This is an optimization exercise on Yosys and OpenROAD, whose aim is small area, a short achievable clock period and few clock cycles per item, not a production implementation.
Where RTL was checked, it was by simulation tests only, not by an equivalence proof against the original.
Power and IR drop assume default switching activity.

Setup of v6:
## CORDIC
module CORDIC (
    input clk,
    input rst,
    input input_ready,
    input [15:0] angle,
    output reg output_ready,
    output reg signed [15:0] cosine_out,
    output reg signed [15:0] sine_out
);
export LEC_CHECK = 0
export ABC_AREA = 1
export CAP_MARGIN = 20
export CORE_MARGIN = 2
export CORE_UTILIZATION = 40
export SLEW_MARGIN = 20
create_clock -name core_clock -period 10.0 [get_ports {clk}]
standard.sh (not shown) runs the stock make flow with config.mk's settings and CLKGATE_MAP_FILE= SYNTH_SCRIPT=/design/flow/synth_recipe.tcl, a recipe that flattens the netlist after the stock synthesis.
==> flow/flow/run.sh <==
#!/bin/bash
# Standard layout with extra make settings for timing repair and the clock tree.
set -euo pipefail
bash standard.sh SETUP_SLACK_MARGIN=6.6 'BUFFER_PORTS_ARGS=-buffer_cell sky130_fd_sc_hd__buf_2' 'CTS_ARGS=-sink_clustering_enable -repair_clock_nets -dont_use_dummy_load -buf_list {sky130_fd_sc_hd__clkbuf_4}' finish > make_finish.log 2>&1
Testbench counts of v6, summed over its fixed seeds: cycles 33,600, items 2,400.
Here is what was changed in the inputs of v7 compared with v6.
- CTS_BUF_LIST newly set to sky130_fd_sc_hd__clkbuf_2 sky130_fd_sc_hd__clkbuf_4 sky130_fd_sc_hd__clkbuf_8
- SETUP_SLACK_MARGIN newly set to 5
==> flow/run.sh (new file) <==
#!/bin/bash
# synth_recipe.tcl (not shown) runs the flow's synth.tcl, then flattens the netlist and writes it again
# the make line also repeats each setting of config.mk as NAME=value (left out here)
make -C /OpenROAD-flow-scripts/flow DESIGN_CONFIG=/design/flow/config.mk WORK_HOME=/design/flow/orfs CLKGATE_MAP_FILE= SYNTH_SCRIPT=/design/flow/synth_recipe.tcl finish
removed: flow/flow/run.sh
removed: flow/standard.sh
Findings:
Taking v6 as the reference, in v7 final area went up about 4%, maximum achievable frequency went down 79 MHz, initial cell density of the core held. Going from v6 to v7, weighted congestion at the end of routability-driven global placement grows by 2.3%. v7 reports its master of the slowest instance on the critical path as dfxtp_1 while v6 reports dfxtp_4. Detailed route wirelength on metal2 (v7 over v6): increase, 1.7%.


Another version of the RTL of CORDIC (not shown whole).
Size in the first run: ~980 cells after synthesis.
clock: 10.0 ns
lec_check: 0
abc_area: 1
cap_margin: 20
core_margin: 2
core_utilization: 40
cts_buf_list: sky130_fd_sc_hd__clkbuf_2 sky130_fd_sc_hd__clkbuf_4 sky130_fd_sc_hd__clkbuf_8
slew_margin: 20
==> flow/flow/run.sh <==
#!/bin/bash
# Standard layout with extra make settings for timing repair.
set -euo pipefail
bash standard.sh SETUP_SLACK_MARGIN=6 'BUFFER_PORTS_ARGS=-buffer_cell sky130_fd_sc_hd__buf_2' finish > make_finish.log 2>&1
==> next run, changes <==
--- a/flow/config.mk
+++ b/flow/config.mk
@@ -12 +11,0 @@
-export CTS_BUF_LIST = sky130_fd_sc_hd__clkbuf_2 sky130_fd_sc_hd__clkbuf_4 sky130_fd_sc_hd__clkbuf_8
Effect: Cell area is higher by 1.8%. Clock-buffer cell count does not change. Die area does not change. Core utilization is higher by 0.83 points. Setup slack improved by 0.015 ns. Synthesized cell count does not change. Maximum frequency is higher by 0.42%. Routed wire length is higher by 0.54%. Non-clock buffer count is higher by 3. Combinational power is about the same. Hold slack got worse by 0.0030 ns.
No functional check of the RTL was part of any run of this note.


== the previous run ==
Another version of the RTL of CORDIC (not shown whole).
Size in the first run: about 52 I/O pins, about 0.0060 mm2 of cells after synthesis.
==> flow/design.v (excerpt) <==
module CORDIC (
    input clk,
    input rst,
    input input_ready,
    input [15:0] angle,
    output reg output_ready,
    output reg signed [15:0] cosine_out,
    output reg signed [15:0] sine_out
);
export LEC_CHECK = 0
export ABC_AREA = 1
export CAP_MARGIN = 20
export CORE_MARGIN = 2
export CORE_UTILIZATION = 40
export SLEW_MARGIN = 20
create_clock -name core_clock -period 10.0 [get_ports {clk}]
==> flow/flow/run.sh <==
#!/bin/bash
# Standard layout with extra make settings for timing repair and the clock tree.
set -euo pipefail
bash standard.sh SETUP_SLACK_MARGIN=6.75 'BUFFER_PORTS_ARGS=-buffer_cell sky130_fd_sc_hd__buf_2' 'CTS_ARGS=-sink_clustering_enable -repair_clock_nets -dont_use_dummy_load -buf_list {sky130_fd_sc_hd__clkbuf_2 sky130_fd_sc_hd__clkbuf_4 sky130_fd_sc_hd__clkbuf_8}' finish > make_finish.log 2>&1
Testbench counts of the previous run, summed over its fixed seeds: cycles 33,600, items 2,400.
Setup changes, the previous run to the current run
==> flow/flow/run.sh <==
#!/bin/bash
# Standard layout with extra make settings for timing repair and the clock tree.
set -euo pipefail
bash standard.sh SETUP_SLACK_MARGIN=6.5 'BUFFER_PORTS_ARGS=-buffer_cell sky130_fd_sc_hd__buf_2' 'CTS_ARGS=-sink_clustering_enable -repair_clock_nets -dont_use_dummy_load -buf_list {sky130_fd_sc_hd__clkbuf_2 sky130_fd_sc_hd__clkbuf_4 sky130_fd_sc_hd__clkbuf_8}' finish > make_finish.log 2>&1
Notes after the runs:
- | number of gates resized after CTS | lower: the current run |
- Between the previous run and the current run, the clock-pin slew on the worst setup and hold paths figures differ only marginally.
- Comparing the current run and the previous run, the lower met3 global-route usage was measured on the current run.
- Between the current run and the previous run, the difference in initial standard-cell utilization of the core is negligible.
- Of the current run and the previous run, it is the current run that has the lower non-clock buffer count.
- The current run vs the previous run, headroom to the max-slew limit went up by 0.37 points.
- Relative to the previous run, the power of the current run is lower by about 1.7%.
- Looking at the current run and the previous run, the worst-case clock skew is a wash.
- First-pass GRT wire length, the current run and the previous run: higher on the previous run
- As far as post-synthesis net count goes, the current run and the previous run are indistinguishable; the numbers are identical.
- Looking at the current run and the previous run, the die area is a wash.


oak:
The RTL this note starts from:
==> flow/design.v <==
module CORDIC (
    input clk,
    input rst,
    input input_ready,
    input [15:0] angle,
    output reg output_ready,
    output reg signed [15:0] cosine_out,
    output reg signed [15:0] sine_out
);
    reg               busy;
    reg        [3:0]  m;      
    reg               d1;     
    reg               up;     
    reg signed [12:0] r;      
    reg               big;    
    reg               first;  
    function [16:0] bk_add;
        input [16:0] a, b;
        input        cin;
        input integer w;
        reg [16:0] g, p, G, P, c;
        integer i, d;
        begin
            g = a & b;
            p = a ^ b;
            G = g;
            P = p;
            for (d = 1; d < 17; d = d * 2)
                for (i = 2 * d - 1; i < 17; i = i + 2 * d) begin
                    G[i] = G[i] | (P[i] & G[i - d]);
                    P[i] = P[i] & P[i - d];
                end
            for (d = 8; d >= 1; d = d / 2)
                for (i = 3 * d - 1; i < 17; i = i + 2 * d) begin
                    G[i] = G[i] | (P[i] & G[i - d]);
                    P[i] = P[i] & P[i - d];
                end
            c[0] = cin;
            for (i = 1; i < 17; i = i + 1)
                c[i] = G[i - 1] | (P[i - 1] & cin);
            bk_add = p ^ c;
        end
    endfunction
    function signed [15:0] sh;
        input signed [15:0] x;
        input [3:0] m;
        reg signed [15:0] y;
        begin
            y = x >>> 3;
            y = m[3] ? y >>> 8 : y;
            y = m[2] ? y >>> 4 : y;
            y = m[1] ? y >>> 2 : y;
            sh = m[0] ? y >>> 1 : y;
        end
    endfunction
    wire in_d1 = (angle >= 16'd11520);
    wire in_d2 = in_d1 ? (angle >= 16'd18321) : (angle >= 16'd4719);
    wire [3:0] m_next = busy ? m + 4'd1 : 4'd0;
    reg [10:0] t_next;
    always @* begin
        case (m_next)
            4'd0: t_next = 11'd1824;
            4'd1: t_next = 11'd915;
            4'd2: t_next = 11'd458;
            4'd3: t_next = 11'd205;
            4'd4: t_next = 11'd115;
            4'd5: t_next = 11'd57;
            4'd6: t_next = 11'd29;
            4'd7: t_next = 11'd14;
            4'd8: t_next = 11'd7;
            4'd9: t_next = 11'd4;
            4'd10: t_next = 11'd2;
            4'd11: t_next = 11'd1;
            4'd12: t_next = 11'd1;
            default: t_next = 11'd1;
        endcase
    end
    reg [10:0] t;
    wire signed [12:0] k0 = d1 ? (up ? -13'sd21914 : -13'sd14728)
                               : (up ? -13'sd8312 : -13'sd1126);
    wire [12:0] k = first ? k0 : ({13{up}} ^ {2'd0, t});
    wire [16:0] r_w = bk_add({4'd0, r}, {4'd0, k}, up & ~first, 13);
    wire signed [12:0] r_n = r_w[12:0];
    wire signed [15:0] c3 = d1 ? (up ? 16'sd2488 : 16'sd17410)
                               : (up ? 16'sd27360 : 16'sd32334);
    wire signed [15:0] s3 = d1 ? (up ? 16'sd32334 : 16'sd27360)
                               : (up ? 16'sd17410 : 16'sd2488);
    wire signed [15:0] ss = busy ? sh(sine_out, m) : 16'sd0;
    wire signed [15:0] cs = busy ? sh(cosine_out, m) : 16'sd0;
    wire [16:0] c_w = bk_add({1'b0, cosine_out}, {1'b0, ss ^ {16{up}}}, up, 16);
    wire signed [15:0] c_n = c_w[15:0];
    wire [16:0] s_w = bk_add({1'b0, sine_out}, {1'b0, cs ^ {16{~up}}}, ~up, 16);
    wire signed [15:0] s_n = s_w[15:0];
    always @(posedge clk) begin
        if (rst) begin
            busy <= 1'b0;
            output_ready <= 1'b0;
        end else if (busy) begin
            if (m == 4'd12) begin
                busy <= 1'b0;
                output_ready <= 1'b1;
            end
        end else if (input_ready) begin
            busy <= 1'b1;
            output_ready <= 1'b0;
        end
        first <= ~rst && ~busy && input_ready;
        cosine_out <= first ? c3 : c_n;
        sine_out <= first ? s3 : s_n;
        t <= t_next;
        if (busy) begin
            m <= m + 4'd1;
            r <= r_n;
            up <= ~r_n[12] | big;
        end else begin
            m <= 4'd15;
            r <= angle[12:0];
            big <= (angle >= 16'd25546);
            d1 <= in_d1;
            up <= in_d2;
        end
    end
endmodule
==> flow/config.mk <==
export PLATFORM = sky130hd
export DESIGN_NAME = CORDIC
export DESIGN_NICKNAME = CORDIC
export VERILOG_FILES = /design/flow/design.v
export SDC_FILE = /design/flow/constraint.sdc
export NUM_CORES = 4
export LEC_CHECK = 0
export ABC_AREA = 1
export CAP_MARGIN = 20
export CORE_MARGIN = 2
export CORE_UTILIZATION = 40
export SLEW_MARGIN = 20
==> flow/constraint.sdc <==
create_clock -name core_clock -period 10.0 [get_ports {clk}]
set_input_delay 2.0000 -clock core_clock [delete_from_list [all_inputs] [get_ports {clk}]]
set_output_delay 2.0000 -clock core_clock [all_outputs]
set_load 0.01 [all_outputs]
==> flow/flow/run.sh <==
#!/bin/bash
# Standard layout with extra make settings for timing repair and the clock tree.
set -euo pipefail
bash standard.sh SETUP_SLACK_MARGIN=6.5 'BUFFER_PORTS_ARGS=-buffer_cell sky130_fd_sc_hd__buf_2' 'CTS_ARGS=-sink_clustering_enable -repair_clock_nets -dont_use_dummy_load -buf_list {sky130_fd_sc_hd__clkbuf_2 sky130_fd_sc_hd__clkbuf_4 sky130_fd_sc_hd__clkbuf_8}' finish > make_finish.log 2>&1
Testbench counts of oak, summed over its fixed seeds: cycles 36,000, items 2,400.
Here is what was changed in the inputs of pine compared with oak.
==> flow/flow/run.sh <==
#!/bin/bash
# Standard layout with extra make settings for timing repair and the clock tree.
set -euo pipefail
bash standard.sh SETUP_SLACK_MARGIN=6.5 'BUFFER_PORTS_ARGS=-buffer_cell sky130_fd_sc_hd__buf_2' 'CTS_ARGS=-repair_clock_nets -dont_use_dummy_load -root_buf sky130_fd_sc_hd__clkbuf_16 -buf_list sky130_fd_sc_hd__clkbuf_16 -sink_clustering_enable -sink_clustering_size 100 -sink_clustering_max_diameter 500' finish > make_finish.log 2>&1
Findings:
When the final numbers for pine and oak were put side by side, the power turned out to be smaller in oak.
pine: combinational share of power 2.9 points below oak
Comparing pine and oak, the lower core utilization was measured on oak.
Higher post-route minimum period goes to oak over pine.
Clock network fraction of design power, pine and oak: smaller value in oak
Setup changes, pine to birch
Settings: CTS_BUF_LIST now sky130_fd_sc_hd__clkbuf_2 sky130_fd_sc_hd__clkbuf_4 sky130_fd_sc_hd__clkbuf_8, previously not set.
==> flow/flow/run.sh <==
#!/bin/bash
# Standard layout with extra make settings for timing repair.
set -euo pipefail
bash standard.sh SETUP_SLACK_MARGIN=6.5 'BUFFER_PORTS_ARGS=-buffer_cell sky130_fd_sc_hd__buf_2' finish > make_finish.log 2>&1
[compare] base=pine new=birch: minimum hold slack increased 0.0041 ns, setup slack decreased 0.040 ns, count of clock-buffer cells in the layout increased 3, register fraction of the total cell area essentially unchanged.
On met3 demand-to-capacity share in global routing, pine and birch are neck and neck.
Higher multi-input combinational area share among pine and birch: birch
Of the two values seen for worst setup path startpoint, cosine_out[15]$_SDFF_PP0_ was produced by birch and up$_DFF_P_ by pine.
Relative to birch, the following input files were edited for maple:
Settings: clearing CTS_BUF_LIST, which used to be sky130_fd_sc_hd__clkbuf_2 sky130_fd_sc_hd__clkbuf_4 sky130_fd_sc_hd__clkbuf_8.
==> flow/flow/run.sh <==
#!/bin/bash
# Standard layout with extra make settings for timing repair and the clock tree.
set -euo pipefail
bash standard.sh SETUP_SLACK_MARGIN=7 'BUFFER_PORTS_ARGS=-buffer_cell sky130_fd_sc_hd__buf_2' 'CTS_ARGS=-sink_clustering_enable -repair_clock_nets -dont_use_dummy_load -buf_list {sky130_fd_sc_hd__clkbuf_2 sky130_fd_sc_hd__clkbuf_4 sky130_fd_sc_hd__clkbuf_8}' finish > make_finish.log 2>&1
Findings:
Row total power: maple higher / birch lower. After detailed routing, birch needs less wire than maple. maple completed end to end with timing, DRC and antenna clean. Relative to birch, maple improves final period demand of the worst path.

static timing again, ports no longer ideal:
In the flow no input, the clock included, has a driving cell. The finished layouts below were timed again as built, in two steps. Step 1 assumes that a clkbuf_16 drives the clock port and a buf_2 every other input. Step 2 times the ports against the registers' clock, not the clock port: input delays grow and output delays shrink by t, the midpoint of the rising clock arrivals with the driver on. Slacks: ideal ports / drivers / drivers and shift; pairs: ideal ports / drivers.
run	shift t [ns]	setup WS [ns]	worst slew at a driven data input, ns	pins driven straight from the clock port
v6	0.463	6.880 / 6.867 / 6.480	0.03	1
v7	0.407	5.866 / 5.866 / 5.866	0.03	1
the first run of note 2	0.400	6.277 / 6.277 / 6.277	0.03	1
the second run of note 2	0.381	6.292 / 6.292 / 6.292	0.04	1
the previous run	0.402	6.960 / 6.937 / 6.609	0.03	1
the current run	0.399	6.774 / 6.774 / 6.604	0.03	1
oak	0.400	6.819 / 6.819 / 6.722	0.03	1
pine	0.380	6.843 / 6.843 / 6.725	0.03	1
birch	0.409	6.803 / 6.803 / 6.727	0.03	1
maple	0.402	6.980 / 6.944 / 6.808	0.03	1
After both steps setup and hold are still met in every run listed. The setup slack of v6, which loses most, moves by -0.013 ns with the drivers and by -0.400 ns with both steps.
